This is an optimization exercise on Yosys and OpenROAD, whose aim is small area and a short achievable clock period, not a production implementation. At most, simulation tests tie the RTL to the original design; equivalence was not proved. The clock port is modelled as an ideal driver, which makes a skipped or thinned clock tree look cheaper than it is; a real chip needs a root buffer or a tree. No activity file was given, so power comes from the tool's default toggle rates.

==> flow/design.v (excerpt) <==
module Kernel(
    input  [7:0]  pixel_in,
    input         clk,
    input         rst_n,
    input         rst_clk,
    output [31:0] z_out,
    output        slow_clk_out
);
Size: roughly 370 cells after synthesis, ~180 flip-flops, about 44 I/O pins, ~5200 um2 of cells after synthesis.
clock: 3.0 ns
lec_check: 0
cap_margin: 20
core_margin: 2
core_utilization: 40
setup_slack_margin: 1.4
slew_margin: 20
standard.sh (not shown) runs the stock make flow with config.mk's settings and CLKGATE_MAP_FILE= SYNTH_SCRIPT=/design/flow/synth_recipe.tcl, a recipe that flattens the netlist after the stock synthesis.
==> flow/flow/run.sh <==
#!/bin/bash
set -euo pipefail
bash standard.sh \
  "CTS_ARGS=-sink_clustering_enable -repair_clock_nets -dont_use_dummy_load -buf_list sky130_fd_sc_hd__clkbuf_8" \
  "BUFFER_PORTS_ARGS=-buffer_cell sky130_fd_sc_hd__buf_2" \
  SKIP_REPAIR_TIE_FANOUT=1 \
  finish > flow.log 2>&1
==> next run, changes <==
SETUP_SLACK_MARGIN = 1.6   (was 1.4)
=>
- total power barely changes
- setup slack improves by 0.0071 ns
- clock skew climbs by 0.014 ns
- global-route usage drops by 0.16 points
- wire length climbs by a few percent
- sequential power is about the same
- die area is unchanged

========
Kernel, a different RTL version from the one above (not shown whole).
Size: roughly 320 cells after synthesis.
==> flow/design.v (excerpt) <==
module Kernel(
    input  [7:0]  pixel_in,
    input         clk,
    input         rst_n,
    input         rst_clk,
    output [31:0] z_out,
    output        slow_clk_out
);
    reg [2:0] j;
    reg       j2;
    always @(posedge clk or negedge rst_clk) begin
        if (!rst_clk) j <= 3'b000;
        else          j <= {j[1], j[0], ~j2};
    end
    always @(posedge clk) j2 <= j[1] & rst_clk;
    assign slow_clk_out = j[2];
    wire c5_nx = j[0] & ~j[1];       
    reg  slot;                       
    always @(posedge clk) slot <= c5_nx;
    wire at_c1 = j[1] & ~j[0];       
    reg rst_seen, rst_prev;
    wire seen_nx = ~rst_n | (rst_seen & ~slot);
    wire prev_nx = slot ? (rst_seen | ~rst_n) : rst_prev;
    wire kill_nx = seen_nx | (prev_nx & ~c5_nx);
    always @(posedge clk) begin
        rst_seen <= seen_nx;
        rst_prev <= prev_nx;
    end
    reg [3:0] n;                     
    always @(posedge clk) begin
        if (!rst_n)                  n <= 4'd0;
        else if (slot && n != 4'd13) n <= n + 4'd1;
    end
    wire v_lane = rst_n & ~j2 & (n >= 4'd6);
    wire v_reg  = rst_n & j2 & j[0] & (n >= 4'd7);
    wire w_lane = rst_n & ~j2 & (n >= 4'd12);
    wire w_reg  = rst_n & j2 & j[0] & (n >= 4'd13);
    reg [3:0] ev;
    reg [6:0] od;
    reg       x_lo;                  
  ...
clock: 3.0 ns
lec_check: 0
cap_margin: 20
core_margin: 2
core_utilization: 40
setup_slack_margin: 1.4
slew_margin: 20
==> flow/flow/run.sh <==
#!/bin/bash
# The standard layout (standard.sh), with these changes:
#  - CTS arguments below (no dummy loads, chosen clock buffers);
#  - buf_2 port buffers; one tie cell for the constant outputs;
#  - after the standard synthesis, fixfa.py flips full adders that Yosys
#    built with inverted inputs and outputs back to true polarity (same
#    function, fewer inverters); registers are untouched.
# make's output goes to flow_*.log here; each step's log is under orfs/logs.
set -euo pipefail
ARGS=(
  "CTS_ARGS=-sink_clustering_enable -repair_clock_nets -dont_use_dummy_load -buf_list sky130_fd_sc_hd__clkbuf_8 -root_buf sky130_fd_sc_hd__clkbuf_16 -sink_clustering_size 24 -sink_clustering_max_diameter 80"
  "BUFFER_PORTS_ARGS=-buffer_cell sky130_fd_sc_hd__buf_2"
  SKIP_REPAIR_TIE_FANOUT=1
)
R=orfs/results/sky130hd/Kernel/base
bash standard.sh "${ARGS[@]}" synth > flow_synth.log 2>&1
python3 flow/fixfa.py $R/1_2_yosys.v $R/1_2_yosys_fixfa.v > fixfa.log 2>&1
cp $R/1_2_yosys.v $R/1_2_yosys_orig.v
mv $R/1_2_yosys_fixfa.v $R/1_2_yosys.v
bash standard.sh "${ARGS[@]}" finish > flow_finish.log 2>&1
Other scripts of this flow, unchanged in this note and not shown: flow/flow/fixfa.py
The starting point went through all stages and came out clean.
Then changed:
--- a/flow/flow/run.sh
+++ b/flow/flow/run.sh
@@ -11 +11 @@
-  "CTS_ARGS=-sink_clustering_enable -repair_clock_nets -dont_use_dummy_load -buf_list sky130_fd_sc_hd__clkbuf_8 -root_buf sky130_fd_sc_hd__clkbuf_16 -sink_clustering_size 24 -sink_clustering_max_diameter 80"
+  "CTS_ARGS=-sink_clustering_enable -repair_clock_nets -dont_use_dummy_load -buf_list sky130_fd_sc_hd__clkbuf_8 -root_buf sky130_fd_sc_hd__clkbuf_16"
=> Sequential cell count does not change; synthesized cell count is unchanged; worst hold slack is unchanged; combinational power is about the same; synthesized area does not change; global-route usage stays the same; wire length is unchanged; total power does not change; design area does not change; utilization does not change.
No functional check of the RTL was part of any run of this note.

========
Kernel, a different RTL version from the one above (not shown whole).
Size in the first run: roughly 320 cells after synthesis, roughly 0.0051 mm2 of cells after synthesis.
## Kernel
module Kernel(
    input  [7:0]  pixel_in,
    input         clk,
    input         rst_n,
    input         rst_clk,
    output [31:0] z_out,
    output        slow_clk_out
);
==> flow/config.mk <==
export PLATFORM = sky130hd
export DESIGN_NAME = Kernel
export DESIGN_NICKNAME = Kernel
export VERILOG_FILES = /design/flow/design.v
export SDC_FILE = /design/flow/constraint.sdc
export NUM_CORES = 4
export LEC_CHECK = 0
export CAP_MARGIN = 20
export CORE_MARGIN = 2
export CORE_UTILIZATION = 70
export PLACE_DENSITY = 0.8
export SETUP_SLACK_MARGIN = 1.62
export SLEW_MARGIN = 20
==> flow/constraint.sdc <==
create_clock -name core_clock -period 3.0 [get_ports {clk}]
set_input_delay 0.6000 -clock core_clock [delete_from_list [all_inputs] [get_ports {clk}]]
set_output_delay 0.6000 -clock core_clock [all_outputs]
set_load 0.01 [all_outputs]
==> flow/flow/run.sh <==
#!/bin/bash
# The standard layout (standard.sh), with these changes:
#  - clock tree: flow/cts8.tcl (PRE_CTS_TCL) replaces TritonCTS (see there);
#  - buf_2 port buffers; one tie cell for the constant outputs;
#  - after the standard synthesis, fixfa.py flips full adders that Yosys
#    built with inverted inputs and outputs back to true polarity (same
#    function, fewer inverters); registers are untouched.
# make's output goes to flow_*.log here; each step's log is under orfs/logs.
set -euo pipefail
ARGS=(
  "PRE_CTS_TCL=$PWD/flow/cts8.tcl"
  "BUFFER_PORTS_ARGS=-buffer_cell sky130_fd_sc_hd__buf_2"
  SKIP_REPAIR_TIE_FANOUT=1
)
R=orfs/results/sky130hd/Kernel/base
bash standard.sh "${ARGS[@]}" synth > flow_synth.log 2>&1
python3 flow/fixfa.py $R/1_2_yosys.v $R/1_2_yosys_fixfa.v > fixfa.log 2>&1
cp $R/1_2_yosys.v $R/1_2_yosys_orig.v
mv $R/1_2_yosys_fixfa.v $R/1_2_yosys.v
bash standard.sh "${ARGS[@]}" finish > flow_finish.log 2>&1
Other scripts of this flow, unchanged in this note and not shown: flow/flow/cts8.tcl, flow/flow/fixfa.py
Then changed:
--- a/flow/config.mk
+++ b/flow/config.mk
@@ -10,3 +10,3 @@
-export CORE_UTILIZATION = 70
-export PLACE_DENSITY = 0.8
-export SETUP_SLACK_MARGIN = 1.62
+export CORE_UTILIZATION = 65
+export PLACE_DENSITY = 0.75
+export SETUP_SLACK_MARGIN = 1.6
Result: Maximum frequency barely changes. Combinational power stays flat. Cell count went up by 0.46%. Utilization went down by 5.4 points.
Then changed:
--- a/flow/config.mk
+++ b/flow/config.mk
@@ -10,3 +10,3 @@
-export CORE_UTILIZATION = 65
-export PLACE_DENSITY = 0.75
-export SETUP_SLACK_MARGIN = 1.6
+export CORE_UTILIZATION = 62
+export PLACE_DENSITY = 0.72
+export SETUP_SLACK_MARGIN = 1.58
What happened: Sequential cell count does not change. Design area barely changes. Fmax falls by 0.74%. Via count falls by 0.70%. Setup slack degrades by 10 ps. Clock skew falls by 7.0 ps.
No run of this note included a check of the RTL's function; only the layout flow was run. In every run of this note, the design's own scripts or RTL, not TritonCTS, make the clock network.

## afterwards: timing with drivers on the ports
How much do the figures lean on ideal ports? The routed layouts below were timed once more, with nothing changed but the port constraints.
Step 1 assumes that a clkbuf_16 drives the clock port and a buf_2 every other input.
Step 2 times the ports against the registers' clock, not the clock port: input delays grow and output delays shrink by t, the midpoint of the rising clock arrivals with the driver on.
Slacks: ideal / step 1 / step 2; pairs: ideal / step 1.
run	t, ns	slack for setup (ns)	slew at the worst register clock pin (ns)	worst slew at a driven data input, ns
the first run of note 1	0.453	1.397 / 1.397 / 1.348	0.09 / 0.09	0.03
the second run of note 1	0.454	1.404 / 1.404 / 1.347	0.11 / 0.11	0.05
the first run of note 2	0.403	1.474 / 1.474 / 1.177	0.11 / 0.11	0.03
the second run of note 2	0.403	1.474 / 1.474 / 1.177	0.11 / 0.11	0.03
the first run of note 3	0.342	1.625 / 1.566 / 1.483	0.09 / 0.09	0.03
the second run of note 3	0.335	1.621 / 1.574 / 1.465	0.09 / 0.09	0.03
the third run of note 3	0.343	1.611 / 1.547 / 1.453	0.09 / 0.09	0.04
After both steps every run listed still meets setup and hold.
